This is an optimization exercise on Yosys and OpenROAD, whose aim is small area, a short achievable clock period and few clock cycles per item, not a production implementation. In this exercise RTL edits were held to simulation tests only and were not proved equivalent to the original. Power figures rest on the tool's default switching activity, not on a simulated workload.

## flow/design.v (module list and top-level ports; edited modules follow where they fit)
// module full_adder: 6 lines
// module add_sub: 22 lines
// module multiply_32: 4947 lines
// module half_adder_n: 6 lines
// module ha_sum_n: 5 lines
// module ha_carry_n: 5 lines
// module cpa_aoi21: 5 lines
// module cpa_inv: 5 lines
// module cpa_nand2: 5 lines
// module cpa_nor2: 5 lines
// module cpa_oai21: 5 lines
// module cpa_xnor2: 5 lines
// module cpa_xor2: 5 lines
module multiply_32 #(parameter N=32) (clk, reset, enable, multiplier, multiplicand, ready, product_upper, product_lower);
  // ...
==> flow/flow/run.sh <==
#!/bin/bash
set -e
export DONT_BUFFER_PORTS=1
export PRE_GLOBAL_PLACE_TCL=$PWD/flow/io_buffers.tcl
bash standard.sh > standard.log 2>&1
==> flow/flow/io_buffers.tcl <==
buffer_ports -inputs -buffer_cell sky130_fd_sc_hd__buf_6
buffer_ports -outputs -buffer_cell sky130_fd_sc_hd__buf_2
==> flow/standard.sh <==
#!/bin/bash
# synth_recipe.tcl (not shown) runs the flow's synth.tcl, then flattens the netlist and writes it again
# the make line also repeats each setting of config.mk as NAME=value (left out here)
make -C /OpenROAD-flow-scripts/flow DESIGN_CONFIG=/design/flow/config.mk WORK_HOME=/design/flow/orfs CLKGATE_MAP_FILE= SYNTH_SCRIPT=/design/flow/synth_recipe.tcl "${@:-finish}"
==> flow/config.mk <==
export PLATFORM = sky130hd
export DESIGN_NAME = multiply_32
export DESIGN_NICKNAME = multiply_32
export VERILOG_FILES = /design/flow/design.v
export SDC_FILE = /design/flow/constraint.sdc
export NUM_CORES = 4
export LEC_CHECK = 0
export CAP_MARGIN = 20
export CORE_MARGIN = 2
export CORE_UTILIZATION = 40
export SLEW_MARGIN = 20
export SYNTH_HIERARCHICAL = 1
export SYNTH_MINIMUM_KEEP_SIZE = 0
==> flow/constraint.sdc <==
create_clock -name core_clock -period 14.0 [get_ports {clk}]
set_input_delay 2.8000 -clock core_clock [delete_from_list [all_inputs] [get_ports {clk}]]
set_output_delay 2.8000 -clock core_clock [all_outputs]
set_load 0.01 [all_outputs]
==> summary.md, run 1 <==
| Metric | Value |
|---|---|
| TritonCTS Sinks | `123` |
| VDD IR-drop max | `0.223 mV` |
| Met1 WL | `40,000 µm` |
| Pleak | `10.0 nW` |
| Top Usage Layer GRT | `met2` |
| Final Setup Violations | `0` |
| Clock power frac | `0.057` |
| Normalized max-slew margin | `0.265` |
| Crit path max fanout | `7` |
| CTS Hold Buffers Added | `0` |
| Vias/cell | `5.71` |
| Max FFs per register | `122` |
| Startpoint Class | `register` |
| Layout cells sized above 1 | `0.0484` |
| DRC | `0` |
| Logic power comb | `6.90 mW` |
| Logic gate share of total power | `0.812` |
| Setup ws final | `6.99 ns` |
| Reg2Reg Launch Point | `ready$_SDFFE_PP0P_` |
| Largest net degree at the start of global routing | `124` |
| Max layer used | `met5` |
| Met3 Routed Length | `13,900 µm` |
| Seq cells | `123` |
| Outcome | `finished clean` |
| Util after Layout | `0.396` |
| Tapcells | `1,050` |
| Non-CTS buffers | `1` |
| Synth top cells by count | `1,148 x nand2_1, 908 x fa_1, 153 x buf_6, 122 x edfxtp_1, 114 x nor2_1` |
| Register-to-register setup slack | `13.35 ns` |
| Cells after synthesis | `2,910` |
| Switching share of power | `0.552` |
| Skew final | `0 ns` |
| Clkbuf count | `19` |
| Hold Vio Cnt, Final | `0` |
| Num ports | `132` |
| Hold Crit Depth | `1` |
| Hold WS | `0.555 ns` |
Testbench counts, summed over its fixed seeds: cycles 2,400, items 2,400.
==> run 2: changes to the inputs <==
==> flow/flow/run.sh (replaced) <==
#!/bin/bash
set -e
export DONT_BUFFER_PORTS=1
export PRE_GLOBAL_PLACE_TCL=$PWD/flow/io_buffers.tcl
export SETUP_SLACK_MARGIN=7.5
bash standard.sh > standard.log 2>&1
==> summary.md, run 2 <==
| Metric | Value |
|---|---|
| Outcome | `finished clean` |
| M2 GR Usage | `0.416` |
| FFs w/ async S/R, synth | `0` |
| Unrepaired setup endpoints after global routing | `no` |
| # diodes | `0` |
| Netlist cell types | `15` |
| Crit Path Category | `reg2out` |
| Initial Util | `0.402` |
| Total grt overflow | `0` |
| Dpl hpwl | `72,900 µm` |
| Syn_nets | `3,885` |
| Vias/cell | `5.66 (-0.93%)` |
| Post-synth top flop | `edfxtp_1` |
| Sequential area share after synthesis | `0.116` |
| Largest area contributor in the netlist | `fa_1` |
| Routed length per instance | `27.9 µm` |
| Skew final | `0 ns (unchanged)` |
| Vias in the first global route | `24,000` |
| Yosys warns | `7` |
| CTS Buffer Depth | `2` |
| Logic gate share of total power | `0.806 (-0.006)` |
| Initial DRC count | `2,020` |
| Worst path slowest cell | `fa_1` |
| Antenna-violating nets left | `0` |
| Post-layout min period | `6.37 ns` |
| Crit end category | `primary output` |
| Sum of negative setup slack | `0 ns` |
| Mapped cell area | `0.0317 mm²` |
| Worst-Skew Late Latency | `0.48 ns` |
| Largest family of logic cells by synthesized area | `adder cells` |
| Synth Area in Adders | `0.574` |
| Reg power frac | `0.136` |
| Clock power frac | `0.058 (about the same)` |
| DRC | `0 (unchanged)` |
| Normalized max-slew margin | `0.526 (+0.262)` |
| Peak Freq | `157 MHz` |
| Yosys reg bits | `123` |
| CP cell instances | `fa_1, nand2_1, nand2_1, nor2_2, nand2_1, nor2_1, nand2_1, o21ai_1, a21oi_2, xnor2_1` |
| Commonest non-fill, non-tap cell in the layout | `nand2_1` |
| GR Util met1 | `0.339` |
| Max-Cap Viols | `0` |
| Post-Synth XOR/XNOR Area | `0.0376` |
| Commonest non-fill, non-tap cells in the layout | `1,139 x nand2_1, 805 x fa_1, 122 x edfxtp_1` |
| Count leader, synth | `nand2_1` |
| First-pass GRT wire length | `157,000 µm` |
| CTS tree | `done` |
| Sw power | `4.33 mW` |
| Measured slew at the worst slew-check pin | `0.708 ns` |
| 1st-pass router iterations | `5` |
| Cells after synthesis | `2,910 (unchanged)` |
| Top-area cell type share of the netlist area | `0.574` |
| Crit path top cell by count | `nand2_1` |
| Largest net degree at the start of global routing | `124 (unchanged)` |
| I/O Buffers | `131` |
| Biggest regs | `r x122, ready x1` |
| Die Y | `285 µm` |
| Crit path max fanout | `3 (-4)` |
| Pint | `3.78 mW` |
| Simple-gate share of the synthesized area | `0.154` |
| HP Class | `reg2reg` |
| Max FFs per register | `122 (unchanged)` |
| Num ports | `132 (unchanged)` |
| Row count | `103` |
| Met3 Use GR | `0.100` |
| Most flop-heavy register | `r` |
| Pwr Density | `257 mW/mm²` |
| Detailed-route wire length | `104,000 µm` |
| CTS Buf Count | `17` |
| Worst Path Arrival | `3.57 ns` |
| Critical path required time | `11.20 ns` |
| Fin crit share | `0.455` |
| Synth Area per Inst | `10.9 µm²` |
| Initial antenna violation count | `0` |
| Routed vias | `21,100` |
| Mux share of post-synthesis cell area | `0` |
| Kind of cell adding the most delay to the critical path | `simple AND/OR/NAND/NOR gates` |
| Hold WS | `0.553 ns (-0.00184 ns)` |
| Die Wd | `285 µm` |
| VDD IR-drop max | `0.405 mV (+82%)` |
| Total Nets Final | `3,650` |
| All-layer global routing usage | `0.266` |
| Die area | `0.0814 mm²` |
| Switching share of power | `0.534 (-0.0181)` |
| Synth top cells by count | `1,148 x nand2_1, 908 x fa_1, 153 x buf_6, 122 x edfxtp_1, 114 x nor2_1` |
| Max-slew violations | `0` |
| Top cells by area, synth | `fa_1 57%, nand2_1 14%, edfxtp_1 12%, buf_6 5.4%, a21oi_2 2.7%` |
| Complex-gate fraction of the synthesized area | `0.0378` |
| Pleak | `10.1 nW (about the same)` |
| Number of synthesized flops with an enable pin | `122` |
| Clock slew at reported path FFs | `0.07 ns` |
| TritonCTS Sinks | `123 (unchanged)` |
| Crit path buffers/inverters | `0` |
| Post-synthesis to final-layout area growth | `-0.285%` |
| Top Usage Layer GRT | `met2` |
| Startpoint Class | `register` |
| Crit path largest cell delay | `0.57 ns` |
| H-tree levels | `4` |
| Global placer's final weighted congestion | `0.901` |
| Final Setup Violations | `0 (unchanged)` |
| Core box area | `0.0787 mm²` |
| Layout cells sized above 1 | `0.0975 (+0.0491)` |
| Hold Vio Cnt, Final | `0 (unchanged)` |
| CTS Root Cell | `clkbuf_16` |
[run 2: kinds of logic after synthesis]
group	after synthesis
simple gates	1284
buf+inv	295
fa+ha+maj	908
xor+xnor	136
compound gates	164
flops	123
[run 2: final timing paths]
check	from	slack [ns]	end	cells after the start
max	r[68]$_DFFE_PP_	7.63	product_upper[15]	10
min reg2reg	ready$_SDFFE_PP0P_	0.55	ready$_SDFFE_PP0P_	1
min	ready$_SDFFE_PP0P_	0.55	ready$_SDFFE_PP0P_	1
max reg2reg	ready$_SDFFE_PP0P_	13.35	ready$_SDFFE_PP0P_	1
[run 2: metrics by stage]
step / instance area (µm²) / setup WS (ns) / total power, mW / util / std cells
after detailed placement: 30900 / 7.29 / 7.54 / 0.392 / 3705
after global routing: 31600 / 7.52 / 8.89 / 0.401 / 3738
after global placement: 30900 / 7.32 / 7.43 / 0.392 / 3705
after CTS: 31500 / 7.50 / 8.06 / 0.400 / 3737
after floorplan: 32000 / 7.47 / 5.97 / - / 2910
final: 31600 / 7.63 / 8.11 / 0.401 / 3738
[run 2: timing repair]
item | CTS | global route
cloned | 0 | 0
setup buffers | 0 | 1
hold buffers | 0 | 0
endpoints found under the setup margin | 11 | 25
pin swaps | 0 | 1
gates resized for setup | 6 | 16
[run 2: modules after synthesis (local to each module, per instance), excerpt]
module       cells  copies in the design  flip-flops and latches  area (µm²)
cpa_xor2         1                    73                       0        8.76
cpa_inv          1                    39                       0        3.75
multiply_32   1404                     1                     123        9940
cpa_xnor2        1                    41                       0        8.76
ha_carry_n       1                    22                       0        6.26
cpa_oai21        1                    64                       0        5.00
cpa_nor2         1                   114                       0        3.75
cpa_aoi21        1                    99                       0        8.76
ha_sum_n         1                    22                       0        8.76
[run 2: power groups by stage]
stage          registers [mW]  clock network [mW]  logic, mW
2_1_floorplan            1.06                   0       4.91
3_3_place_gp             1.10                   0       6.33
3_5_place_dp             1.11                   0       6.43
4_1_cts                  1.10               0.479       6.48
5_1_grt                  1.13               0.489       7.27
6_report                 1.10               0.467       6.54
[run 2: area by class of cell]
type                            instances  area, µm²
Tap cell                             1050       1310
Inverter                               39        146
Clock inverter                         15        156
Sequential cell                       123       3680
Multi-Input combinational cell       2492      25800
Fill cell                            7488      47200
Clock buffer                           17        425
Timing Repair Buffer                    2       27.5
[run 2: routing by layer]
layer  part of all wire  vias to the layer above
li1                   -                     8286
met1               0.37                    11200
met2               0.46                     1418
met3               0.13                      239
met4              0.034                        0
met5                  0                        -
==> run 3: changes to the inputs <==
==> flow/flow/run.sh (replaced) <==
#!/bin/bash
set -e
export BUFFER_PORTS_ARGS="-buffer_cell sky130_fd_sc_hd__buf_2"
export SKIP_BUFFER_REMOVAL=1
export SETUP_SLACK_MARGIN=7.5
bash standard.sh > standard.log 2>&1
removed: flow/flow/io_buffers.tcl
==> summary.md, run 3 <==
| Metric | Value |
|---|---|
| Unrepaired setup endpoints after global routing | `yes` |
| Clock power frac | `0.055 (-0.003)` |
| Crit end category | `register` |
| Final Setup Violations | `0 (unchanged)` |
| Reg power frac | `0.126 (-0.010)` |
| Worst-Skew Late Latency | `0.49 ns (about the same)` |
| Worst path slowest cell | `fa_2` |
| Startpoint Class | `input pin` |
| Crit path max fanout | `7 (+4)` |
| Total Nets Final | `3,872 (+6.1%)` |
| Num ports | `132 (unchanged)` |
| Max-Cap Viols | `0 (unchanged)` |
| All-layer global routing usage | `0.271 (+0.00484)` |
| Yosys reg bits | `123 (unchanged)` |
| Max-slew violations | `0 (unchanged)` |
| Sequential area share after synthesis | `0.116 (unchanged)` |
| CTS tree | `done` |
| Cells after synthesis | `2,910 (unchanged)` |
| Measured slew at the worst slew-check pin | `0.833 ns (+0.125 ns)` |
| TritonCTS Sinks | `123 (unchanged)` |
| CTS Buffer Depth | `2 (unchanged)` |
| Routed vias | `22,700 (+7.3%)` |
| Synth Area per Inst | `10.9 µm² (unchanged)` |
| CTS Buf Count | `17 (unchanged)` |
| Vias/cell | `5.73 (+1.3%)` |
| Post-layout min period | `6.47 ns (+0.0987 ns)` |
| # fillers | `7,196 (-3.9%)` |
| Dpl hpwl | `72,100 µm (-1.1%)` |
| Number of synthesized flops with an enable pin | `122 (unchanged)` |
| CP cell instances | `buf_4, buf_12, buf_8, nand2_1, fa_2, fa_1, fa_1, fa_1, fa_2, fa_1, fa_1` |
| Sum of negative setup slack | `0 ns (unchanged)` |
| Power Total | `8.74 mW (+7.7%)` |
| Core box area | `0.0787 mm² (unchanged)` |
| VDD IR-drop max | `0.344 mV (-15%)` |
| Pleak | `11.6 nW (+15%)` |
| Largest net degree at the start of global routing | `67 (-46%)` |
| Hold Vio Cnt, Final | `0 (unchanged)` |
| Vias in the first global route | `24,600 (+2.6%)` |
| Max FFs per register | `122 (unchanged)` |
| Skew final | `0 ns (unchanged)` |
| Antenna-violating nets left | `0 (unchanged)` |
| Critical path required time | `14.24 ns (+3.04 ns)` |
| Reg2Reg Depth | `1 (unchanged)` |
| Normalized max-slew margin | `0.445 (-0.0817)` |
| Fin crit share | `0.462 (+0.00705)` |
| Die Y | `285 µm (unchanged)` |
| 1st-pass router iterations | `6 (+1)` |
| # diodes | `0 (unchanged)` |
| I/O Buffers | `131 (unchanged)` |
| Placed cell count | `3,855 (+4.0%)` |
| Register-to-register setup slack | `13.40 ns (+0.05 ns)` |
| Initial antenna violation count | `2 (+2)` |
| CTS Root Cell | `clkbuf_16` |
| Die Wd | `285 µm (unchanged)` |
| Post-synthesis to final-layout area growth | `9.11%` |
| Pwr Density | `253 mW/mm² (-1.6%)` |
| DRC | `0 (unchanged)` |
| HP Start | `ready$_SDFFE_PP0P_` |
| Netlist cell types | `15 (unchanged)` |
| Pint | `4.17 mW (+10%)` |
| Largest area contributor in the netlist | `fa_1` |
| Mapped cell area | `0.0317 mm² (unchanged)` |
| First-pass GRT wire length | `160,000 µm (+2.0%)` |
| Commonest non-fill, non-tap cell in the layout | `nand2_1` |
| Worst Path Arrival | `6.71 ns (+3.14 ns)` |
| Logic gate share of total power | `0.820 (+0.014)` |
| Die area | `0.0814 mm² (unchanged)` |
| Hold Crit Depth | `1 (unchanged)` |
| Switching share of power | `0.522 (-0.0114)` |
| Syn_nets | `3,885 (unchanged)` |
| Total grt overflow | `0 (unchanged)` |
| Post-synth top flop | `edfxtp_1` |
| Outcome | `finished clean` |
| Sw power | `4.56 mW (+5.4%)` |
| Util after Layout | `0.439 (+0.0378)` |
| Crit Reg-Reg Endpoint | `ready$_SDFFE_PP0P_` |
| Global placer's final weighted congestion | `0.924 (+2.5%)` |
| FFs w/ async S/R, synth | `0 (unchanged)` |
| Layout cells sized above 1 | `0.179 (+0.0812)` |
| Top-area cell type share of the netlist area | `0.574 (unchanged)` |
| Yosys warns | `7 (unchanged)` |
| Crit path buffers/inverters | `3 (+3)` |
| Crit path top cell by count | `fa_1` |
| Detailed-route wire length | `114,000 µm (+9.1%)` |
| Top cells by area, synth | `fa_1 57%, nand2_1 14%, edfxtp_1 12%, buf_6 5.4%, a21oi_2 2.7%` |
| H-tree levels | `4 (unchanged)` |
| Reg2Reg Launch Point | `ready$_SDFFE_PP0P_` |
| Initial Util | `0.402 (unchanged)` |
| Synth top cells by count | `1,148 x nand2_1, 908 x fa_1, 153 x buf_6, 122 x edfxtp_1, 114 x nor2_1` |
| WHS Endpoint | `ready$_SDFFE_PP0P_` |
| Biggest regs | `r x122, ready x1` |
| Most flop-heavy register | `r` |
| Crit path largest cell delay | `0.59 ns (+0.02 ns)` |
| Final Instance Count excl. Fillers | `3,960 (+5.9%)` |
| Clock slew at reported path FFs | `0.07 ns (about the same)` |
| Kind of cell adding the most delay to the critical path | `adder cells` |
| Commonest non-fill, non-tap cells in the layout | `1,137 x nand2_1, 767 x fa_1, 141 x fa_2` |
| Peak Freq | `155 MHz (-1.5%)` |
| Count leader, synth | `nand2_1` |
| Routed length per instance | `28.7 µm (+3.0%)` |
| Crit Path Category | `in2reg` |
| HP Class | `reg2reg` |
| Initial DRC count | `2,450 (+21%)` |
| Row count | `103 (unchanged)` |
## run 3: cell counts after synthesis
Identical to the previous run, type by type.
## run 3: kinds of logic after synthesis
logic type | count (synthesis) | synth area share
buffers and inverters | 295 | 0.0804
AND/OR/NAND/NOR | 1284 | 0.154
XOR/XNOR | 136 | 0.0376
AO/OA/AOI/OAI | 164 | 0.0378
adder cells (fa/ha/maj) | 908 | 0.574
flip-flops | 123 | 0.116
## run 3: layer usage
metal  share of wire  global-route usage  up-vias  routed length (µm)
li1                -                   -     8755                   -
met4           0.058               0.108        6                6620
met1            0.35               0.341    11800               39800
met5         0.00054                   0        -                  61
met3            0.15               0.101      382               17000
met2            0.44               0.426     1743               50400
## run 3: layout make-up
type | instances | area (µm²) | share of cell area
Multi-Input combinational cell | 2492 | 25900 | 0.750
Tap cell | 1050 | 1310 | 0.0380
Clock buffer | 17 | 425 | 0.0123
Clock inverter | 15 | 173 | 0.00500
Sequential cell | 123 | 3680 | 0.107
Timing Repair Buffer | 224 | 2890 | 0.0836
Inverter | 39 | 146 | 0.00424
## run 3: through the flow
| step | hold WS [ns] | setup slack [ns] | area (µm²) |
|---|---|---|---|
| final | 0.477 | 7.53 | 34600 |
| after global routing | 0.490 | 7.46 | 34600 |
| after CTS | 0.479 | 7.50 | 32900 |
| after detailed placement | 0.464 | 6.45 | 31700 |
| after global placement | 0.459 | 6.47 | 31700 |
| after floorplan | 0.525 | 7.47 | 32000 |
## run 3: worst max path at each step
stage                startpoint               end  slack, ns  cells after the start
2_1_floorplan  multiplicand[18]   r[73]$_DFFE_PP_       7.47                     10
3_3_place_gp   multiplicand[30]   r[55]$_DFFE_PP_       6.47                      9
3_5_place_dp   multiplicand[26]   r[73]$_DFFE_PP_       6.45                      9
4_1_cts        multiplicand[26]   r[73]$_DFFE_PP_       7.50                      9
5_1_grt         r[59]$_DFFE_PP_  product_upper[3]       7.46                     11
6_report       multiplicand[10]   r[73]$_DFFE_PP_       7.53                     11
## run 3: per-module statistics from Yosys (local to each module, per instance), excerpt
module	flops+latches	cell area, µm²	cells inside	times used
cpa_xnor2	0	8.76	1	41
cpa_nor2	0	3.75	1	114
cpa_aoi21	0	8.76	1	99
ha_carry_n	0	6.26	1	22
cpa_xor2	0	8.76	1	73
cpa_nand2	0	3.75	1	124
cpa_inv	0	3.75	1	39
cpa_oai21	0	5.00	1	64
ha_sum_n	0	8.76	1	22
multiply_32	123	9940	1404	1
full_adder	0	20.0	1	908
## run 3: power groups by stage
stage / Sequential [mW] / Clock [mW] / Combinational (mW)
floorplan: 1.06 / 0 / 4.91
global placement: 1.10 / 0 / 6.83
detailed placement: 1.11 / 0 / 6.91
CTS: 1.10 / 0.483 / 6.99
global route: 1.12 / 0.498 / 7.90
finish: 1.10 / 0.476 / 7.16
## run 3: what timing repair did
action	4_1_cts	5_1_grt
resized for setup	149	206
hold buffers	0	0
setup endpoints to repair	81	61
cloned	1	23
pin swaps	0	30
setup buffers	3	46
==> run 4: changes to the inputs <==
==> flow/flow/run.sh (replaced) <==
#!/bin/bash
set -e
export BUFFER_PORTS_ARGS="-buffer_cell sky130_fd_sc_hd__buf_2"
export SKIP_BUFFER_REMOVAL=1
export SETUP_SLACK_MARGIN=8.5
bash standard.sh > standard.log 2>&1
==> summary.md, run 4 <==
| Metric | Value |
|---|---|
| VDD IR-drop max | `0.177 mV (-49%)` |
| Crit path top cell by count | `fa_2` |
| Commonest non-fill, non-tap cells in the layout | `880 x nand2_1, 616 x fa_2, 292 x fa_1` |
| Placed Area | `0.0333 mm² (+5.1%)` |
| Largest area contributor in the netlist | `fa_1` |
| Routed length per instance | `35.7 µm (+24%)` |
| Normalized max-slew margin | `0.325 (-0.120)` |
| Power Total | `11.2 mW (+28%)` |
| CTS Root Cell | `clkbuf_16` |
| Num ports | `132 (unchanged)` |
| Largest net degree at the start of global routing | `74 (+10%)` |
| Hold Crit Depth | `1 (unchanged)` |
| Worst-Skew Late Latency | `0.45 ns (-0.04 ns)` |
| Unrepaired setup endpoints after global routing | `yes` |
| Register-to-register setup slack | `13.39 ns (about the same)` |
| 1st-pass router iterations | `8 (+2)` |
| Synth top cells by count | `1,148 x nand2_1, 908 x fa_1, 153 x buf_6, 122 x edfxtp_1, 114 x nor2_1` |
| Die area | `0.0814 mm² (unchanged)` |
| Outcome | `finished clean` |
| Max FFs per register | `122 (unchanged)` |
| Pint | `5.52 mW (+32%)` |
| Vias/cell | `6.22 (+8.6%)` |
| CTS Hold Buffers Added | `0 (unchanged)` |
| Kind of cell adding the most delay to the critical path | `adder cells` |
| DRC | `0 (unchanged)` |
| Crit end category | `register` |
| Number of synthesized flops with an enable pin | `122 (unchanged)` |
| Commonest non-fill, non-tap cell in the layout | `nand2_1` |
| Startpoint Class | `input pin` |
| Worst Path Arrival | `6.76 ns (+0.05 ns)` |
| Die Wd | `285 µm (unchanged)` |
| Worst path slowest cell | `fa_1` |
| All-layer global routing usage | `0.377 (+0.105)` |
| Dpl hpwl | `72,300 µm (+0.23%)` |
| Initial antenna violation count | `15 (+13)` |
| Total grt overflow | `0 (unchanged)` |
| Crit Path Category | `in2reg` |
| Yosys reg bits | `123 (unchanged)` |
| TritonCTS Sinks | `123 (unchanged)` |
| Top cells by area, synth | `fa_1 57%, nand2_1 14%, edfxtp_1 12%, buf_6 5.4%, a21oi_2 2.7%` |
| FFs w/ async S/R, synth | `0 (unchanged)` |
| CTS Buffer Depth | `2 (unchanged)` |
| Pwr Density | `251 mW/mm² (-0.78%)` |
| Crit path buffers/inverters | `2 (-1)` |
| Switching share of power | `0.507 (-0.0148)` |
| Detailed-route wire length | `156,000 µm (+37%)` |
| Peak Freq | `152 MHz (-1.6%)` |
| Clock power frac | `0.041 (-0.014)` |
| Row count | `103 (unchanged)` |
| Initial DRC count | `4,442 (+81%)` |
| HP Class | `reg2reg` |
| Routed vias | `27,300 (+20%)` |
| Max-Cap Viols | `0 (unchanged)` |
| Measured slew at the worst slew-check pin | `1.01 ns (+0.180 ns)` |
| Critical path required time | `14.19 ns (-0.05 ns)` |
| H-tree levels | `4 (unchanged)` |
| Antenna-violating nets left | `0 (unchanged)` |
| Sequential area share after synthesis | `0.116 (unchanged)` |
| Clock slew at reported path FFs | `0.07 ns (about the same)` |
| Syn_nets | `3,885 (unchanged)` |
| Reg power frac | `0.102 (-0.024)` |
| Skew final | `0 ns (unchanged)` |
| Layout cells sized above 1 | `0.540 (+0.361)` |
| Synth Area per Inst | `10.9 µm² (unchanged)` |
| Initial Util | `0.402 (unchanged)` |
| Util after Layout | `0.568 (+0.129)` |
| Crit path max fanout | `6 (-1)` |
| Reg2Reg Depth | `1 (unchanged)` |
| Cells after synthesis | `2,910 (unchanged)` |
| Logic gate share of total power | `0.858 (+0.038)` |
| Count leader, synth | `nand2_1` |
| Sum of negative setup slack | `0 ns (unchanged)` |
| Total Nets Final | `4,287 (+11%)` |
| Post-synthesis to final-layout area growth | `41.2%` |
| I/O Buffers | `131 (unchanged)` |
| CTS tree | `done` |
| Post-synth top flop | `edfxtp_1` |
| Global placer's final weighted congestion | `0.908 (-1.7%)` |
| Fin crit share | `0.470 (+0.00765)` |
| Vias in the first global route | `29,200 (+19%)` |
| Hold Vio Cnt, Final | `0 (unchanged)` |
| Yosys warns | `7 (unchanged)` |
| Max-slew violations | `0 (unchanged)` |
| Post-layout min period | `6.57 ns (+0.107 ns)` |
| Top-area cell type share of the netlist area | `0.574 (unchanged)` |
| Biggest regs | `r x122, ready x1` |
| Mapped cell area | `0.0317 mm² (unchanged)` |
| CP cell instances | `buf_12, buf_16, nand2_4, fa_1, fa_2, fa_1, fa_1, fa_2, fa_2, fa_2` |
| Multi-input logic area | `0.0295 mm² (+14%)` |
| Crit path largest cell delay | `0.61 ns (+0.02 ns)` |
| Final Setup Violations | `0 (unchanged)` |
| Final Cell Area | `0.0447 mm² (+29%)` |
| Cell depth of the worst setup path | `10 (-1)` |
| Register area | `0.00368 mm² (unchanged)` |
| CTS Buf Count | `17 (unchanged)` |
| Most flop-heavy register | `r` |
| First-pass GRT wire length | `213,000 µm (+33%)` |
| Sw power | `5.69 mW (+25%)` |
| Netlist cell types | `15 (unchanged)` |
| Die Y | `285 µm (unchanged)` |
| Pleak | `15.8 nW (+36%)` |
| # fillers | `5,815 (-19%)` |
| Core box area | `0.0787 mm² (unchanged)` |
run 4: cell counts after synthesis:
No cell type changed its count.
run 4: per-stage QoR:
| stage | setup WS (ns) | hold slack (ns) | cells |
|---|---|---|---|
| finish | 7.43 | 0.480 | 4380 |
| global route | 7.39 | 0.521 | 4377 |
| floorplan | 7.49 | 0.525 | 2910 |
| detailed placement | 6.47 | 0.472 | 3881 |
| CTS | 7.60 | 0.484 | 4296 |
| global placement | 6.51 | 0.463 | 3881 |
run 4: worst paths after layout:
kind                      startpoint                 end
hold / removal    ready$_SDFFE_PP0P_  ready$_SDFFE_PP0P_
hold reg to reg   ready$_SDFFE_PP0P_  ready$_SDFFE_PP0P_
setup reg to reg  ready$_SDFFE_PP0P_  ready$_SDFFE_PP0P_
setup / recovery    multiplicand[25]     r[75]$_DFFE_PP_
run 4: area by class of cell:
class,count,area share
antenna,5,0.000280
clock buffer,17,0.00952
clock inverter,15,0.00341
inverter,39,0.00333
multi-input combinational,2492,0.659
sequential,123,0.0824
tap,1050,0.0294
timing repair buffer,639,0.212
run 4: logic make-up (layout without fill, tap and decap cells):
group / count (synthesis) / count (layout) / synth area share
buf+inv: 295 / 710 / 0.0804
simple gates: 1284 / 1284 / 0.154
compound gates: 164 / 164 / 0.0378
xor+xnor: 136 / 136 / 0.0376
flops: 123 / 123 / 0.116
other cells: 0 / 5 / 0
fa+ha+maj: 908 / 908 / 0.574
run 4: power groups by stage:
| stage | sequential (mW) | combinational, mW | clock [mW] |
|---|---|---|---|
| 2_1_floorplan | 1.06 | 5.10 | 0 |
| 3_5_place_dp | 1.12 | 7.13 | 0 |
| 5_1_grt | 1.15 | 10.2 | 0.469 |
| 3_3_place_gp | 1.11 | 7.03 | 0 |
| 6_report | 1.14 | 9.62 | 0.457 |
| 4_1_cts | 1.12 | 8.43 | 0.458 |
run 4: modules after synthesis (local to each module, per instance), a selection:
module | times used | area (µm²) | flip-flops and latches
cpa_aoi21 | 99 | 8.76 | 0
cpa_inv | 39 | 3.75 | 0
cpa_nand2 | 124 | 3.75 | 0
cpa_nor2 | 114 | 3.75 | 0
cpa_oai21 | 64 | 5.00 | 0
cpa_xnor2 | 41 | 8.76 | 0
cpa_xor2 | 73 | 8.76 | 0
full_adder | 908 | 20.0 | 0
ha_carry_n | 22 | 6.26 | 0
ha_sum_n | 22 | 8.76 | 0
multiply_32 | 1 | 9940 | 123
run 4: layer usage:
metal | vias to the layer above | routed length (µm) | track usage | part of all wire
met5 | - | 632 | 0.00233 | 0.0040
met4 | 30 | 15800 | 0.259 | 0.10
met3 | 1070 | 28900 | 0.216 | 0.19
met2 | 2877 | 64000 | 0.543 | 0.41
met1 | 13600 | 46900 | 0.421 | 0.30
li1 | 9644 | - | - | -
run 4: timing repair:
item                                    in CTS  in global routing
pin swaps                                  287                301
buffers inserted                           296                 75
cloned                                      87                  4
gates resized for setup                    913                307
endpoints found under the setup margin     156                149
==> run 5: changes to the inputs <==
==> flow/flow/run.sh (replaced) <==
#!/bin/bash
set -e
export BUFFER_PORTS_ARGS="-buffer_cell sky130_fd_sc_hd__buf_2"
export SKIP_BUFFER_REMOVAL=1
export SETUP_SLACK_MARGIN=7.5
bash standard.sh > standard.log 2>&1
--- a/flow/config.mk
+++ b/flow/config.mk
@@ -9,3 +9,5 @@
 export CORE_MARGIN = 2
-export CORE_UTILIZATION = 40
+export CORE_UTILIZATION = 70
+export CTS_BUF_LIST = sky130_fd_sc_hd__clkbuf_4 sky130_fd_sc_hd__clkbuf_8
+export PLACE_DENSITY = 0.8
 export SLEW_MARGIN = 20
==> summary.md, run 5 <==
| Metric | Value |
|---|---|
| HP Class | `reg2reg` |
| CTS Root Cell | `clkbuf_8` |
| Top cells by area, synth | `fa_1 57%, nand2_1 14%, edfxtp_1 12%, buf_6 5.4%, a21oi_2 2.7%` |
| Die Y | `217 µm (-24%)` |
| Normalized max-slew margin | `0.340 (+0.0151)` |
| Crit end category | `primary output` |
| Synth Area per Inst | `10.9 µm² (unchanged)` |
| Skew final | `0 ns (unchanged)` |
| First-pass GRT wire length | `154,000 µm (-28%)` |
| Sum of negative setup slack | `0 ns (unchanged)` |
| I/O Buffers | `131 (unchanged)` |
| TritonCTS Sinks | `123 (unchanged)` |
| Final Cell Area | `0.0332 mm² (-26%)` |
| Placed Area | `0.0310 mm² (-6.9%)` |
| Cells after synthesis | `2,910 (unchanged)` |
| H-tree levels | `4 (unchanged)` |
| FFs w/ async S/R, synth | `0 (unchanged)` |
| CTS Buffer Depth | `2 (unchanged)` |
| Biggest regs | `r x122, ready x1` |
| Fin crit share | `0.472 (+0.00198)` |
| Max FFs per register | `122 (unchanged)` |
| Initial DRC count | `4,019 (-9.5%)` |
| Die Wd | `217 µm (-24%)` |
| Total Nets Final | `3,809 (-11%)` |
| Peak Freq | `151 MHz (-0.42%)` |
| Worst Path Arrival | `3.80 ns (-2.96 ns)` |
| Startpoint Class | `register` |
| Reg2Reg Depth | `1 (unchanged)` |
| Worst-Skew Late Latency | `0.55 ns (+0.10 ns)` |
| Switching share of power | `0.530 (+0.0231)` |
| Mapped cell area | `0.0317 mm² (unchanged)` |
| Synth top cells by count | `1,148 x nand2_1, 908 x fa_1, 153 x buf_6, 122 x edfxtp_1, 114 x nor2_1` |
| Cell depth of the worst setup path | `11 (+1)` |
| CTS tree | `done` |
| Total grt overflow | `0 (unchanged)` |
| Unrepaired setup endpoints after global routing | `yes` |
| Hold Crit Depth | `1 (unchanged)` |
| Core box area | `0.0444 mm² (-44%)` |
| Hold WS | `0.488 ns (+0.00841 ns)` |
| Vias/cell | `7.01 (+13%)` |
| Top-area cell type share of the netlist area | `0.574 (unchanged)` |
| Routed length per instance | `32.4 µm (-9.1%)` |
| Routed vias | `24,100 (-11%)` |
| Outcome | `finished clean` |
| Crit path top cell by count | `nand2_1` |
| Logic gate share of total power | `0.829 (-0.029)` |
| Critical path required time | `11.20 ns (-2.99 ns)` |
| CP cell instances | `fa_1, nand2_1, nand2_1, nor2_2, nand2_1, nor2_1, nand2_1, o21ai_4, a21oi_2, xnor2_1, buf_2` |
| Final Setup Violations | `0 (unchanged)` |
| Hold Vio Cnt, Final | `0 (unchanged)` |
| Num ports | `132 (unchanged)` |
| Most flop-heavy register | `r` |
| DRC | `0 (unchanged)` |
| Sw power | `4.61 mW (-19%)` |
| Crit path buffers/inverters | `1 (-1)` |
| Row count | `77 (-25%)` |
| Crit Path Category | `reg2out` |
| Yosys warns | `7 (unchanged)` |
| CTS Buf Count | `17 (unchanged)` |
| Post-synthesis to final-layout area growth | `4.82%` |
| Yosys reg bits | `123 (unchanged)` |
| Pre-CTS setup slack | `6.41 ns (-0.0556 ns)` |
| Max-Cap Viols | `0 (unchanged)` |
| CTS Hold Buffers Added | `0 (unchanged)` |
| Commonest non-fill, non-tap cell in the layout | `nand2_1` |
| Clock slew at reported path FFs | `0.12 ns (+0.05 ns)` |
| Detailed-route wire length | `112,000 µm (-29%)` |
| Max-slew violations | `0 (unchanged)` |
| Crit path max fanout | `3 (-3)` |
| Pwr Density | `262 mW/mm² (+4.4%)` |
| 1st-pass router iterations | `13 (+5)` |
| Initial antenna violation count | `6 (-9)` |
| Antenna-violating nets left | `0 (unchanged)` |
| Pleak | `11.2 nW (-29%)` |
| VDD IR-drop max | `0.260 mV (+47%)` |
| Global placer's final weighted congestion | `1.03 (+14%)` |
| Largest net degree at the start of global routing | `63 (-15%)` |
| Netlist cell types | `15 (unchanged)` |
| Worst path slowest cell | `fa_1` |
| Syn_nets | `3,885 (unchanged)` |
| Dpl hpwl | `69,700 µm (-3.6%)` |
| Util after Layout | `0.747 (+0.180)` |
| Clock power frac | `0.039 (-0.002)` |
| Vias in the first global route | `26,300 (-10%)` |
| Largest area contributor in the netlist | `fa_1` |
| Sequential area share after synthesis | `0.116 (unchanged)` |
| Count leader, synth | `nand2_1` |
| Pint | `4.08 mW (-26%)` |
| Initial Util | `0.713 (+0.311)` |
| Kind of cell adding the most delay to the critical path | `simple AND/OR/NAND/NOR gates` |
| Post-synth top flop | `edfxtp_1` |
| Measured slew at the worst slew-check pin | `0.991 ns (-0.0226 ns)` |
| Setup ws final | `7.40 ns (-0.0277 ns)` |
| Post-layout min period | `6.60 ns (+0.0277 ns)` |
| Layout cells sized above 1 | `0.148 (-0.392)` |
| Number of synthesized flops with an enable pin | `122 (unchanged)` |
| All-layer global routing usage | `0.456 (+0.0793)` |
| Crit path largest cell delay | `0.56 ns (-0.05 ns)` |
| Die area | `0.0470 mm² (-42%)` |
| Reg power frac | `0.131 (+0.029)` |
| Commonest non-fill, non-tap cells in the layout | `1,141 x nand2_1, 802 x fa_1, 122 x edfxtp_1` |
==> run 5: final cells by class <==
cell class	instances	area [µm²]
timing repair buffer	161	2420
tap	592	741
clock inverter	15	150
antenna	3	7.51
inverter	39	146
multi-input combinational	2492	25800
clock buffer	17	234
fill	2806	11200
sequential	123	3680
==> run 5: kinds of logic after synthesis <==
logic type / Yosys count / synth area share
xor gates and xnor gates: 136 / 0.0376
adders and majority gates: 908 / 0.574
buffers and inverters: 295 / 0.0804
and+or+nand+nor: 1284 / 0.154
DFF: 123 / 0.116
AOI/OAI and AO/OA: 164 / 0.0378
==> run 5: power by group through the flow <==
| stage | registers (mW) | logic [mW] | clock network, mW |
|---|---|---|---|
| floorplan | 1.06 | 4.91 | 0 |
| finish | 1.14 | 7.21 | 0.342 |
| global route | 1.16 | 7.76 | 0.359 |
| detailed placement | 1.13 | 6.74 | 0 |
| global placement | 1.13 | 6.52 | 0 |
| CTS | 1.13 | 6.84 | 0.343 |
==> run 5: per-module statistics from Yosys, one instance, submodules excluded, excerpt <==
module	flops+latches	cells
cpa_xor2	0	1
ha_sum_n	0	1
multiply_32	123	1404
cpa_nor2	0	1
cpa_aoi21	0	1
cpa_xnor2	0	1
cpa_inv	0	1
ha_carry_n	0	1
full_adder	0	1
cpa_nand2	0	1
cpa_oai21	0	1
==> run 5: repair_timing <==
action,4_1_cts,5_1_grt
cloned,0,25
gates resized for setup,135,175
setup endpoints to repair,70,43
setup buffers,0,2
hold endpoints to repair,0,0
pin swaps,0,16
==> run 5: routing by layer <==
metal	GRT usage	vias up	wire [µm]
met5	0.0260	-	421
met4	0.268	16	11400
met3	0.238	1006	22400
met2	0.658	2759	45400
met1	0.548	11700	31900
li1	-	8643	-
==> run 5: final timing paths <==
check                        to          startpoint  slack [ns]
min          ready$_SDFFE_PP0P_  ready$_SDFFE_PP0P_        0.49
max reg2reg  ready$_SDFFE_PP0P_  ready$_SDFFE_PP0P_       13.39
min reg2reg  ready$_SDFFE_PP0P_  ready$_SDFFE_PP0P_        0.49
max            product_upper[5]     r[65]$_DFFE_PP_        7.40
==> run 5: through the flow <==
| step | cells | total power, mW |
|---|---|---|
| 2_1_floorplan | 2910 | 5.97 |
| 3_3_place_gp | 3380 | 7.65 |
| 3_5_place_dp | 3380 | 7.87 |
| 4_1_cts | 3412 | 8.31 |
| 5_1_grt | 3442 | 9.28 |
| 6_report | 3442 | 8.69 |
==> run 6: changes to the inputs <==
--- a/flow/config.mk
+++ b/flow/config.mk
@@ -9,5 +9,5 @@
 export CORE_MARGIN = 2
-export CORE_UTILIZATION = 70
+export CORE_UTILIZATION = 50
 export CTS_BUF_LIST = sky130_fd_sc_hd__clkbuf_4 sky130_fd_sc_hd__clkbuf_8
-export PLACE_DENSITY = 0.8
+export PLACE_DENSITY = 0.65
 export SLEW_MARGIN = 20
==> summary.md, run 6 <==
| Metric | Value |
|---|---|
| Pre-CTS setup slack | `6.38 ns (-0.0370 ns)` |
| Sw power | `4.51 mW (-2.2%)` |
| Measured slew at the worst slew-check pin | `0.824 ns (-0.166 ns)` |
| Hold Crit Depth | `1 (unchanged)` |
| Logic gate share of total power | `0.827 (-0.002)` |
| CTS Hold Buffers Added | `0 (unchanged)` |
| CTS Buffer Depth | `2 (unchanged)` |
| Max FFs per register | `122 (unchanged)` |
| Crit path max fanout | `32 (+29)` |
| Post-synthesis to final-layout area growth | `2.62%` |
| Worst path slowest cell | `fa_1` |
| Util after Layout | `0.517 (-0.230)` |
| Detailed-route wire length | `107,000 µm (-4.4%)` |
| Mapped cell area | `0.0317 mm² (unchanged)` |
| Outcome | `finished clean` |
| Power Total | `8.49 mW (-2.3%)` |
| HP Start | `ready$_SDFFE_PP0P_` |
| Top-area cell type share of the netlist area | `0.574 (unchanged)` |
| Largest area contributor in the netlist | `fa_1` |
| Clock power frac | `0.043 (+0.004)` |
| Pleak | `10.8 nW (-3.9%)` |
| I/O Buffers | `131 (unchanged)` |
| Cells after synthesis | `2,910 (unchanged)` |
| Yosys warns | `7 (unchanged)` |
| Total grt overflow | `0 (unchanged)` |
| Normalized max-slew margin | `0.450 (+0.111)` |
| Worst-Skew Late Latency | `0.57 ns (+0.02 ns)` |
| Clock slew at reported path FFs | `0.09 ns (-0.03 ns)` |
| Die Wd | `256 µm (+18%)` |
| Syn_nets | `3,885 (unchanged)` |
| Switching share of power | `0.531 (+0.000887)` |
| Kind of cell adding the most delay to the critical path | `adder cells` |
| Vias/cell | `6.14 (-12%)` |
| Hold Vio Cnt, Final | `0 (unchanged)` |
| HP Class | `reg2reg` |
| Initial DRC count | `2,414 (-40%)` |
| Post-layout min period | `6.60 ns (+0.00107 ns)` |
| Crit path largest cell delay | `0.60 ns (+0.04 ns)` |
| CTS Root Cell | `clkbuf_8` |
| Routed vias | `22,600 (-6.2%)` |
| Post-synth top flop | `edfxtp_1` |
| Crit path top cell by count | `fa_1` |
| Synth top cells by count | `1,148 x nand2_1, 908 x fa_1, 153 x buf_6, 122 x edfxtp_1, 114 x nor2_1` |
| FFs w/ async S/R, synth | `0 (unchanged)` |
| TritonCTS Sinks | `123 (unchanged)` |
| Global placer's final weighted congestion | `0.952 (-7.7%)` |
| Sequential area share after synthesis | `0.116 (unchanged)` |
| WHS Endpoint | `ready$_SDFFE_PP0P_` |
| Worst Path Arrival | `6.87 ns (+3.07 ns)` |
| Netlist cell types | `15 (unchanged)` |
| Unrepaired setup endpoints after global routing | `yes` |
| Hold WS | `0.491 ns (+0.00320 ns)` |
| DRC | `0 (unchanged)` |
| Fin crit share | `0.472 (about the same)` |
| Routed length per instance | `29.0 µm (-11%)` |
| Dpl hpwl | `72,900 µm (+4.6%)` |
| Row count | `92 (+19%)` |
| H-tree levels | `4 (unchanged)` |
| Crit Path Category | `in2reg` |
| Register-to-register setup slack | `13.39 ns (about the same)` |
| Pint | `3.98 mW (-2.5%)` |
| Initial Util | `0.504 (-0.209)` |
| Count leader, synth | `nand2_1` |
| Setup ws final | `7.40 ns (-0.00107 ns)` |
| CTS tree | `done` |
| Die Y | `256 µm (+18%)` |
| Top cells by area, synth | `fa_1 57%, nand2_1 14%, edfxtp_1 12%, buf_6 5.4%, a21oi_2 2.7%` |
| Reg2Reg Launch Point | `ready$_SDFFE_PP0P_` |
| Biggest regs | `r x122, ready x1` |
| Reg2Reg Depth | `1 (unchanged)` |
| All-layer global routing usage | `0.338 (-0.118)` |
| Layout cells sized above 1 | `0.147 (-0.000731)` |
| CP cell instances | `buf_6, nand2_1, fa_1, fa_1, fa_1, fa_1, fa_1, fa_1, fa_1` |
| CTS Buf Count | `17 (unchanged)` |
| Pwr Density | `261 mW/mm² (-0.25%)` |
| Max-Cap Viols | `0 (unchanged)` |
| # fillers | `5,555 (+98%)` |
| 1st-pass router iterations | `5 (-8)` |
| First-pass GRT wire length | `160,000 µm (+4.2%)` |
| Vias in the first global route | `26,000 (-1.1%)` |
| Reg power frac | `0.130 (about the same)` |
| Sum of negative setup slack | `0 ns (unchanged)` |
| Antenna-violating nets left | `0 (unchanged)` |
| Most flop-heavy register | `r` |
| Peak Freq | `151 MHz (about the same)` |
| Crit path buffers/inverters | `1 (unchanged)` |
| Crit end category | `register` |
| Number of synthesized flops with an enable pin | `122 (unchanged)` |
| Total Nets Final | `3,796 (-0.34%)` |
| Yosys reg bits | `123 (unchanged)` |
| Synth Area per Inst | `10.9 µm² (unchanged)` |
| Critical Path Start | `multiplier[9]` |
| Commonest non-fill, non-tap cell in the layout | `nand2_1` |
| Crit Reg-Reg Endpoint | `ready$_SDFFE_PP0P_` |
| VDD IR-drop max | `0.415 mV (+60%)` |
| Critical path required time | `14.27 ns (+3.07 ns)` |
| Num ports | `132 (unchanged)` |
| Initial antenna violation count | `3 (-3)` |
| Startpoint Class | `input pin` |
| Commonest non-fill, non-tap cells in the layout | `1,138 x nand2_1, 802 x fa_1, 122 x edfxtp_1` |
| Skew final | `0 ns (unchanged)` |
| Core box area | `0.0629 mm² (+42%)` |
| Die area | `0.0654 mm² (+39%)` |
| Max-slew violations | `0 (unchanged)` |
| Final Setup Violations | `0 (unchanged)` |
| Largest net degree at the start of global routing | `70 (+11%)` |
[run 6: per-module statistics from Yosys, one instance, submodules excluded, a selection]
module | cells inside | cell area [µm²] | flops+latches
cpa_inv | 1 | 3.75 | 0
cpa_nand2 | 1 | 3.75 | 0
full_adder | 1 | 20.0 | 0
ha_sum_n | 1 | 8.76 | 0
cpa_nor2 | 1 | 3.75 | 0
cpa_oai21 | 1 | 5.00 | 0
[run 6: how the worst max path moves through the flow]
stage / end / depth (start not counted)
2_1_floorplan: r[73]$_DFFE_PP_ / 10
3_3_place_gp: r[76]$_DFFE_PP_ / 9
3_5_place_dp: r[57]$_DFFE_PP_ / 9
4_1_cts: r[76]$_DFFE_PP_ / 10
5_1_grt: r[76]$_DFFE_PP_ / 9
6_report: r[76]$_DFFE_PP_ / 9
[run 6: cell families after synthesis]
logic type | share of synthesized area
AND/OR/NAND/NOR | 0.154
adder cells (fa/ha/maj) | 0.574
buffers and inverters | 0.0804
AO/OA/AOI/OAI | 0.0378
XOR/XNOR | 0.0376
flip-flops | 0.116
[run 6: per-layer routing]
layer	wire length [µm]	up-vias	global-route usage
met2	48000	1857	0.520
met4	6240	2	0.170
met1	36100	11700	0.410
met5	13	-	0
met3	16300	490	0.144
li1	-	8591	-
[run 6: what timing repair did]
| action | 4_1_cts | 5_1_grt |
|---|---|---|
| buffers inserted | 0 | 3 |
| pin swaps | 0 | 6 |
| resized for setup | 96 | 98 |
| cloned | 0 | 3 |
| endpoints found under the setup margin | 69 | 65 |
[run 6: final cells by class]
type,count,area [µm²],area share
clock inverters,14,161,0.00497
repair buffers,148,1330,0.0410
diodes,3,7.51,0.000231
flip-flops and latches,123,3680,0.113
clock buffers,18,248,0.00762
well taps,846,1060,0.0326
multi-input cells,2492,25900,0.796
inverters,39,146,0.00450
[run 6: power groups by stage]
stage	logic, mW	registers (mW)	clock network, mW
detailed placement	6.78	1.11	0
finish	7.02	1.10	0.364
global placement	6.70	1.10	0
global route	7.74	1.13	0.384
CTS	6.88	1.10	0.375
floorplan	4.91	1.06	0
[run 6: metrics by stage]
stage,instances,cell area (µm²)
after floorplan,2910,32000
after global placement,3642,31300
final,3683,32500
after CTS,3674,32100
after detailed placement,3642,31300
after global routing,3681,32500
==> run 7: changes to the inputs <==
--- a/flow/config.mk
+++ b/flow/config.mk
@@ -9,5 +9,6 @@
 export CORE_MARGIN = 2
-export CORE_UTILIZATION = 50
+export CORE_UTILIZATION = 60
 export CTS_BUF_LIST = sky130_fd_sc_hd__clkbuf_4 sky130_fd_sc_hd__clkbuf_8
-export PLACE_DENSITY = 0.65
+export GPL_TIMING_DRIVEN = 0
+export PLACE_DENSITY = 0.7
 export SLEW_MARGIN = 20
==> summary.md, run 7 <==
| Metric | Value |
|---|---|
| Top Usage Layer GRT | `met2` |
| Vias/cell | `6.22 (+1.2%)` |
| 1st-pass router iterations | `6 (+1)` |
| Mux share of post-synthesis cell area | `0 (unchanged)` |
| Skew final | `0 ns (unchanged)` |
| Worst-Skew Late Latency | `0.54 ns (-0.03 ns)` |
| Row count | `84 (-8.7%)` |
| DRC | `0 (unchanged)` |
| CTS Buf Count | `17 (unchanged)` |
| Startpoint Class | `input pin` |
| Normalized max-slew margin | `0.546 (+0.0953)` |
| Final Instance Count excl. Fillers | `3,771 (+2.4%)` |
| Outcome | `finished clean` |
| Register-to-register setup slack | `13.39 ns (about the same)` |
| CTS Buffer Depth | `2 (unchanged)` |
| Initial Util | `0.605 (+0.101)` |
| Core box area | `0.0523 mm² (-17%)` |
| Mapped cell area | `0.0317 mm² (unchanged)` |
| Syn_nets | `3,885 (unchanged)` |
| Commonest non-fill, non-tap cell in the layout | `nand2_1` |
| Most flop-heavy register | `r` |
| Top cells by area, synth | `fa_1 57%, nand2_1 14%, edfxtp_1 12%, buf_6 5.4%, a21oi_2 2.7%` |
| Fin crit share | `0.467 (-0.00506)` |
| Die area | `0.0546 mm² (-16%)` |
| Pleak | `12.1 nW (+13%)` |
| Critical Path Start | `multiplier[8]` |
| Sequential area share after synthesis | `0.116 (unchanged)` |
| M2 GR Usage | `0.645 (+0.125)` |
| Multi-input logic area | `0.0260 mm² (+0.41%)` |
| CTS tree | `done` |
| Commonest non-fill, non-tap cells in the layout | `1,137 x nand2_1, 762 x fa_1, 146 x fa_2` |
| Max-slew violations | `0 (unchanged)` |
| Placed cell count | `3,730 (+2.4%)` |
| Hold Vio Cnt, Final | `0 (unchanged)` |
| Max-Cap Viols | `0 (unchanged)` |
| Vias in the first global route | `25,900 (-0.16%)` |
| Count leader, synth | `nand2_1` |
| Die Wd | `234 µm (-8.6%)` |
| Met3 Use GR | `0.178 (+0.0332)` |
| Layout cells sized above 1 | `0.228 (+0.0809)` |
| Top-area cell type share of the netlist area | `0.574 (unchanged)` |
| Yosys warns | `7 (unchanged)` |
| Routed vias | `23,500 (+3.6%)` |
| Biggest regs | `r x122, ready x1` |
| GR Util met1 | `0.546 (+0.136)` |
| Antenna-violating nets left | `0 (unchanged)` |
| HP Class | `reg2reg` |
| Die Y | `234 µm (-8.6%)` |
| Synth top cells by count | `1,148 x nand2_1, 908 x fa_1, 153 x buf_6, 122 x edfxtp_1, 114 x nor2_1` |
| Dpl hpwl | `93,600 µm (+28%)` |
| Number of synthesized flops with an enable pin | `122 (unchanged)` |
| Num ports | `132 (unchanged)` |
| Reg2Reg Depth | `1 (unchanged)` |
| Post-synth top flop | `edfxtp_1` |
| Clock slew at reported path FFs | `0.08 ns (about the same)` |
| Peak Freq | `153 MHz (+1.1%)` |
| Critical path required time | `14.36 ns (+0.09 ns)` |
| Global placer's final weighted congestion | `1.02 (+7.3%)` |
| Unrepaired setup endpoints after global routing | `yes` |
| Simple-gate share of the synthesized area | `0.154 (unchanged)` |
| Crit end category | `register` |
| Synth Area in Adders | `0.574 (unchanged)` |
| Final Setup Violations | `0 (unchanged)` |
| Power Total | `9.93 mW (+17%)` |
| I/O Buffers | `131 (unchanged)` |
| CTS Root Cell | `clkbuf_8` |
| Total grt overflow | `0 (unchanged)` |
| Crit Reg-Reg Endpoint | `ready$_SDFFE_PP0P_` |
| Pwr Density | `284 mW/mm² (+8.9%)` |
| Sum of negative setup slack | `0 ns (unchanged)` |
| Crit Path Category | `in2reg` |
| H-tree levels | `4 (unchanged)` |
| Netlist cell types | `15 (unchanged)` |
| Measured slew at the worst slew-check pin | `0.681 ns (-0.143 ns)` |
| Post-Synth XOR/XNOR Area | `0.0376 (unchanged)` |
| Max FFs per register | `122 (unchanged)` |
| Crit path max fanout | `10 (-69%)` |
| Crit path capture | `r[77]$_DFFE_PP_` |
| Cells after synthesis | `2,910 (unchanged)` |
| Synth Area per Inst | `10.9 µm² (unchanged)` |
| Complex-gate fraction of the synthesized area | `0.0378 (unchanged)` |
| Post-synthesis to final-layout area growth | `10.3%` |
| Yosys reg bits | `123 (unchanged)` |
| First-pass GRT wire length | `166,000 µm (+3.3%)` |
| Initial antenna violation count | `3 (unchanged)` |
| Register area | `0.00368 mm² (unchanged)` |
| # fillers | `4,012 (-28%)` |
| Util after Layout | `0.667 (+0.150)` |
| Largest net degree at the start of global routing | `81 (+16%)` |
| Largest family of logic cells by synthesized area | `adder cells` |
| Routed length per instance | `30.1 µm (+4.0%)` |
| Initial DRC count | `2,524 (+4.6%)` |
| Post-layout min period | `6.53 ns (-0.0708 ns)` |
| Hold WS | `0.484 ns (-0.00709 ns)` |
| Worst Path Arrival | `6.90 ns (+0.03 ns)` |
| Largest area contributor in the netlist | `fa_1` |
| TritonCTS Sinks | `123 (unchanged)` |
| VDD IR-drop max | `0.444 mV (+7.0%)` |
| Detailed-route wire length | `114,000 µm (+6.4%)` |
| All-layer global routing usage | `0.438 (+0.0995)` |
| Reg2Reg Launch Point | `ready$_SDFFE_PP0P_` |
| Total Nets Final | `4,044 (+6.5%)` |
| FFs w/ async S/R, synth | `0 (unchanged)` |
[run 7: worst min path at each step]
| stage | startpoint | endpoint | depth (start not counted) |
|---|---|---|---|
| 2_1_floorplan | ready$_SDFFE_PP0P_ | ready$_SDFFE_PP0P_ | 1 |
| 3_3_place_gp | ready$_SDFFE_PP0P_ | ready$_SDFFE_PP0P_ | 1 |
| 3_5_place_dp | ready$_SDFFE_PP0P_ | ready$_SDFFE_PP0P_ | 1 |
| 4_1_cts | ready$_SDFFE_PP0P_ | ready$_SDFFE_PP0P_ | 1 |
| 5_1_grt | ready$_SDFFE_PP0P_ | ready$_SDFFE_PP0P_ | 1 |
| 6_report | ready$_SDFFE_PP0P_ | ready$_SDFFE_PP0P_ | 1 |
[run 7: report_power, final]
part / leakage (nW) / switching (mW) / internal [mW] / total (mW)
sequential: 1.21 / 0.135 / 0.963 / 1.10
clock: 0.197 / 0.180 / 0.175 / 0.356
combinational: 10.7 / 4.76 / 3.72 / 8.48
total: 12.1 / 5.08 / 4.86 / 9.93
[run 7: final cells by class]
| cell class | instances | share of cell area |
|---|---|---|
| multi-input cells | 2492 | 0.743 |
| flip-flops and latches | 123 | 0.105 |
| plain buffers | 256 | 0.0829 |
| repair buffers | 140 | 0.0278 |
| well taps | 688 | 0.0246 |
| clock buffers | 17 | 0.00670 |
| clock inverters | 15 | 0.00498 |
| inverters | 39 | 0.00419 |
| diodes | 1 | 0.0000716 |
[run 7: logic make-up (layout without fill, tap and decap cells)]
group / count (synthesis) / count (layout)
AND/OR/NAND/NOR: 1284 / 1284
adder cells (fa/ha/maj): 908 / 908
AO/OA/AOI/OAI: 164 / 164
buffers and inverters: 295 / 467
other: 0 / 1
flip-flops: 123 / 123
XOR/XNOR: 136 / 136
[run 7: worst max-delay path, stage by stage]
cell	delay, ns
clkbuf_4	0.21
buf_6	0.20
nand2_1	0.09
fa_1	0.52
fa_2	0.44
fa_1	0.47
fa_1	0.47
fa_1	0.48
fa_1	0.48
fa_2	0.73
[run 7: repair_timing]
| item | 4_1_cts | 5_1_grt |
|---|---|---|
| setup endpoints to repair | 49 | 65 |
| gates resized for setup | 84 | 176 |
| pin swaps | 2 | 21 |
| hold buffers | 0 | 0 |
| cloned | 0 | 0 |
| setup buffers | 0 | 8 |
[run 7: through the flow]
step	worst slack [ns]	instance area, µm²
finish	7.47	34900
global route	7.45	34900
CTS	7.44	34200
detailed placement	6.62	33600
global placement	6.67	33500
floorplan	7.47	32000
[run 7: Yosys stat by module (local to each module, per instance), excerpt]
module       times used  flops+latches  cell area [µm²]  cells inside
cpa_nand2           124              0             3.75             1
cpa_inv              39              0             3.75             1
full_adder          908              0             20.0             1
ha_sum_n             22              0             8.76             1
cpa_nor2            114              0             3.75             1
cpa_oai21            64              0             5.00             1
cpa_xnor2            41              0             8.76             1
ha_carry_n           22              0             6.26             1
cpa_xor2             73              0             8.76             1
multiply_32           1            123             9940          1404
cpa_aoi21            99              0             8.76             1
[run 7: routing by layer]
metal	vias to the layer above	part of all wire
met4	4	0.072
met1	12000	0.35
met5	-	0.00020
li1	9101	-
met3	451	0.14
met2	1859	0.44
==> run 8: changes to the inputs <==
--- a/flow/config.mk
+++ b/flow/config.mk
@@ -11,3 +11,2 @@
 export CTS_BUF_LIST = sky130_fd_sc_hd__clkbuf_4 sky130_fd_sc_hd__clkbuf_8
-export GPL_TIMING_DRIVEN = 0
 export PLACE_DENSITY = 0.7
==> summary.md, run 8 <==
| Metric | Value |
|---|---|
| Cells after synthesis | `2,910 (unchanged)` |
| Pwr Density | `258 mW/mm² (-9.3%)` |
| Core box area | `0.0523 mm² (unchanged)` |
| CTS tree | `done` |
| # fillers | `4,196 (+4.6%)` |
| Die Y | `234 µm (unchanged)` |
| Switching share of power | `0.529 (+0.0178)` |
| Reg2Reg Depth | `1 (unchanged)` |
| Crit path capture | `r[73]$_DFFE_PP_` |
| Pleak | `10.7 nW (-12%)` |
| 1st-pass router iterations | `6 (unchanged)` |
| Synth Area per Inst | `10.9 µm² (unchanged)` |
| HP Class | `reg2reg` |
| Largest area contributor in the netlist | `fa_1` |
| Routed length per instance | `28.6 µm (-4.9%)` |
| Sequential area share after synthesis | `0.116 (unchanged)` |
| CTS Buffer Depth | `2 (unchanged)` |
| Crit path largest cell delay | `0.59 ns (-0.14 ns)` |
| Post-synthesis to final-layout area growth | `1.58%` |
| Number of synthesized flops with an enable pin | `122 (unchanged)` |
| CP cell instances | `buf_6, nand2_1, fa_1, fa_1, fa_1, fa_1, fa_1, fa_1, fa_1` |
| Worst Path Arrival | `6.84 ns (-0.06 ns)` |
| Mapped cell area | `0.0317 mm² (unchanged)` |
| Measured slew at the worst slew-check pin | `0.750 ns (+0.0686 ns)` |
| Sum of negative setup slack | `0 ns (unchanged)` |
| Critical path required time | `14.32 ns (-0.04 ns)` |
| Post-layout min period | `6.52 ns (-0.0101 ns)` |
| Yosys warns | `7 (unchanged)` |
| CTS Hold Buffers Added | `0 (unchanged)` |
| Register-to-register setup slack | `13.39 ns (about the same)` |
| Reg2Reg Launch Point | `ready$_SDFFE_PP0P_` |
| Total grt overflow | `0 (unchanged)` |
| Post-synth top flop | `edfxtp_1` |
| Layout cells sized above 1 | `0.143 (-0.0856)` |
| Worst path slowest cell | `fa_1` |
| Clock power frac | `0.042 (+0.006)` |
| FFs w/ async S/R, synth | `0 (unchanged)` |
| Pint | `3.91 mW (-19%)` |
| Sw power | `4.39 mW (-14%)` |
| Placed Area | `0.0311 mm² (-7.2%)` |
| Netlist cell types | `15 (unchanged)` |
| Die area | `0.0546 mm² (unchanged)` |
| Detailed-route wire length | `101,000 µm (-11%)` |
| Final Setup Violations | `0 (unchanged)` |
| DRC | `0 (unchanged)` |
| CTS Root Cell | `clkbuf_8` |
| Total Nets Final | `3,790 (-6.3%)` |
| Initial antenna violation count | `3 (unchanged)` |
| Top cells by area, synth | `fa_1 57%, nand2_1 14%, edfxtp_1 12%, buf_6 5.4%, a21oi_2 2.7%` |
| Post-Synth XOR/XNOR Area | `0.0376 (unchanged)` |
| Outcome | `finished clean` |
| Simple-gate share of the synthesized area | `0.154 (unchanged)` |
| TritonCTS Sinks | `123 (unchanged)` |
| Synth Area in Adders | `0.574 (unchanged)` |
| Vias/cell | `6.41 (+3.1%)` |
| Antenna-violating nets left | `0 (unchanged)` |
| Global placer's final weighted congestion | `0.932 (-8.9%)` |
| Mux share of post-synthesis cell area | `0 (unchanged)` |
| Max-slew violations | `0 (unchanged)` |
| Initial Util | `0.605 (unchanged)` |
| Crit Path Category | `in2reg` |
| Row count | `84 (unchanged)` |
| Fin crit share | `0.466 (-0.000718)` |
| Count leader, synth | `nand2_1` |
| Top-area cell type share of the netlist area | `0.574 (unchanged)` |
| Largest family of logic cells by synthesized area | `adder cells` |
| CTS Buf Count | `17 (unchanged)` |
| Synth top cells by count | `1,148 x nand2_1, 908 x fa_1, 153 x buf_6, 122 x edfxtp_1, 114 x nor2_1` |
| Routed vias | `22,600 (-3.8%)` |
| All-layer global routing usage | `0.395 (-0.0429)` |
| Hold Vio Cnt, Final | `0 (unchanged)` |
| Crit Reg-Reg Endpoint | `ready$_SDFFE_PP0P_` |
| Dpl hpwl | `71,400 µm (-24%)` |
| VDD IR-drop max | `0.298 mV (-33%)` |
| First-pass GRT wire length | `153,000 µm (-7.5%)` |
| Num ports | `132 (unchanged)` |
| I/O Buffers | `131 (unchanged)` |
| Largest net degree at the start of global routing | `74 (-8.6%)` |
| Crit path top cell by count | `fa_1` |
| Yosys reg bits | `123 (unchanged)` |
| Skew final | `0 ns (unchanged)` |
| Peak Freq | `153 MHz (+0.15%)` |
| Reg power frac | `0.134 (+0.023)` |
| Unrepaired setup endpoints after global routing | `yes` |
| Most flop-heavy register | `r` |
| Worst-Skew Late Latency | `0.56 ns (+0.02 ns)` |
| Power Total | `8.30 mW (-16%)` |
| Syn_nets | `3,885 (unchanged)` |
| Startpoint Class | `input pin` |
| Initial DRC count | `2,420 (-4.1%)` |
| Register area | `0.00368 mm² (unchanged)` |
| Die Wd | `234 µm (unchanged)` |
| Max FFs per register | `122 (unchanged)` |
| Normalized max-slew margin | `0.500 (-0.0457)` |
| Commonest non-fill, non-tap cells in the layout | `1,139 x nand2_1, 803 x fa_1, 122 x edfxtp_1` |
| Final Cell Area | `0.0322 mm² (-7.9%)` |
| H-tree levels | `4 (unchanged)` |
| Crit end category | `register` |
| Crit path max fanout | `32 (+22)` |
| Setup Fix Bufs, Post-CTS | `0 (unchanged)` |
| Logic gate share of total power | `0.824 (-0.030)` |
| Complex-gate fraction of the synthesized area | `0.0378 (unchanged)` |
| Biggest regs | `r x122, ready x1` |
| Commonest non-fill, non-tap cell in the layout | `nand2_1` |
| Vias in the first global route | `25,300 (-2.7%)` |
| Max-Cap Viols | `0 (unchanged)` |
| Multi-input logic area | `0.0258 mm² (-0.49%)` |
| Critical Path Start | `multiplier[9]` |
| Clock slew at reported path FFs | `0.09 ns (about the same)` |
run 8: cell counts after synthesis:
No cell type changed its count.
run 8: area by class of cell:
class	instances	share of cell area
Inverter	39	0.00455
Clock inverter	15	0.00510
Antenna cell	3	0.000233
Tap cell	688	0.0268
Timing Repair Buffer	142	0.0383
Sequential cell	123	0.115
Multi-Input combinational cell	2492	0.803
Clock buffer	17	0.00727
run 8: routing by layer:
layer / up-vias / part of all wire / routed length (µm) / global-route usage
li1: 8582 / - / - / -
met1: 11600 / 0.34 / 33900 / 0.488
met2: 1903 / 0.45 / 45300 / 0.593
met3: 513 / 0.14 / 14500 / 0.157
met4: 2 / 0.070 / 7060 / 0.231
met5: - / 0.00013 / 13 / 0
run 8: cells by family after synthesis:
| group | count (synthesis) |
|---|---|
| simple gates | 1284 |
| compound gates | 164 |
| fa+ha+maj | 908 |
| flops | 123 |
| xor+xnor | 136 |
| buf+inv | 295 |
run 8: critical path: cells and delay by family:
family                     cells  cell delay, ns
buffers and inverters          1            0.32
and+or+nand+nor                1            0.13
adders and majority gates      7            3.56
run 8: Yosys stat by module (local to each module, per instance), a selection:
module | flip-flops and latches | area (µm²) | times used
cpa_xor2 | 0 | 8.76 | 73
cpa_xnor2 | 0 | 8.76 | 41
ha_sum_n | 0 | 8.76 | 22
cpa_inv | 0 | 3.75 | 39
cpa_nor2 | 0 | 3.75 | 114
cpa_nand2 | 0 | 3.75 | 124
run 8: worst min-delay path by stage:
stage | start | slack [ns] | cells past startpoint | endpoint
3_3_place_gp | ready$_SDFFE_PP0P_ | 0.46 | 1 | ready$_SDFFE_PP0P_
6_report | ready$_SDFFE_PP0P_ | 0.48 | 1 | ready$_SDFFE_PP0P_
3_5_place_dp | ready$_SDFFE_PP0P_ | 0.47 | 1 | ready$_SDFFE_PP0P_
4_1_cts | ready$_SDFFE_PP0P_ | 0.49 | 1 | ready$_SDFFE_PP0P_
2_1_floorplan | ready$_SDFFE_PP0P_ | 0.53 | 1 | ready$_SDFFE_PP0P_
5_1_grt | ready$_SDFFE_PP0P_ | 0.51 | 1 | ready$_SDFFE_PP0P_
run 8: metrics by stage:
stage                util  instances  hold slack [ns]  worst slack, ns
CTS                 0.607       3515            0.487             7.45
global route        0.615       3518            0.510             7.48
finish              0.615       3519            0.482             7.48
floorplan               -       2910            0.525             7.47
global placement    0.595       3483            0.458             6.51
detailed placement  0.595       3483            0.466             6.50
run 8: power groups by stage:
stage                     clock network, mW  logic (mW)  registers [mW]
after CTS                             0.356        6.77            1.11
after floorplan                           0        4.91            1.06
after global placement                    0        6.57            1.11
after global routing                  0.369        7.58            1.14
final                                 0.347        6.84            1.11
after detailed placement                  0        6.70            1.12
run 8: timing repair:
action,4_1_cts,5_1_grt
cloned,0,1
resized for setup,81,99
pin swaps,0,0
endpoints found under the setup margin,64,67

==> static timing again, ports no longer ideal <==
In the flow no input, the clock included, has a driving cell. The finished layouts below were timed again as built, in two steps.
Step 1: set_driving_cell puts a clkbuf_16 on clk and a buf_2 on each other input, an assumption about the parent block.
Step 2, shift: input delay + t, output delay - t, t = (earliest + latest rising clock arrival at the registers) / 2. This alone moves slack from input paths to output paths.
Three values: no drivers, after step 1, after step 2; two values: the first two.
| run | shift t [ns] | slack for setup (ns) | slew at the worst register clock pin (ns) | worst slew at a driven data input, ns | slew violations | max-capacitance violations |
|---|---|---|---|---|---|---|
| run 1 | 0.502 | 6.992 / 6.768 / 6.267 | 0.07 / 0.07 | 2.98 | 0 / 124 | 0 / 1 |
| run 2 | 0.542 | 7.631 / 6.848 / 6.306 | 0.08 / 0.08 | 3.11 | 0 / 124 | 0 / 1 |
| run 3 | 0.549 | 7.532 / 7.524 / 6.975 | 0.07 / 0.07 | 0.11 | 0 / 0 | 0 / 0 |
| run 4 | 0.522 | 7.425 / 7.290 / 6.768 | 0.08 / 0.08 | 0.37 | 0 / 0 | 0 / 0 |
| run 5 | 0.613 | 7.398 / 7.288 / 6.675 | 0.12 / 0.12 | 0.34 | 0 / 0 | 0 / 0 |
| run 6 | 0.627 | 7.396 / 7.385 / 6.758 | 0.11 / 0.11 | 0.08 | 0 / 0 | 0 / 0 |
| run 7 | 0.610 | 7.467 / 7.458 / 6.886 | 0.10 / 0.10 | 0.10 | 0 / 0 | 0 / 0 |
| run 8 | 0.619 | 7.477 / 7.475 / 6.856 | 0.10 / 0.10 | 0.10 | 0 / 0 | 0 / 0 |
After both steps setup and hold are still met in every run listed. The drivers bring new slew violations in run 1 and run 2. With drivers on, capacitance violations rise in run 1 and run 2. The setup slack of run 2, which loses most, moves by -0.783 ns with the drivers and by -1.325 ns with both steps.
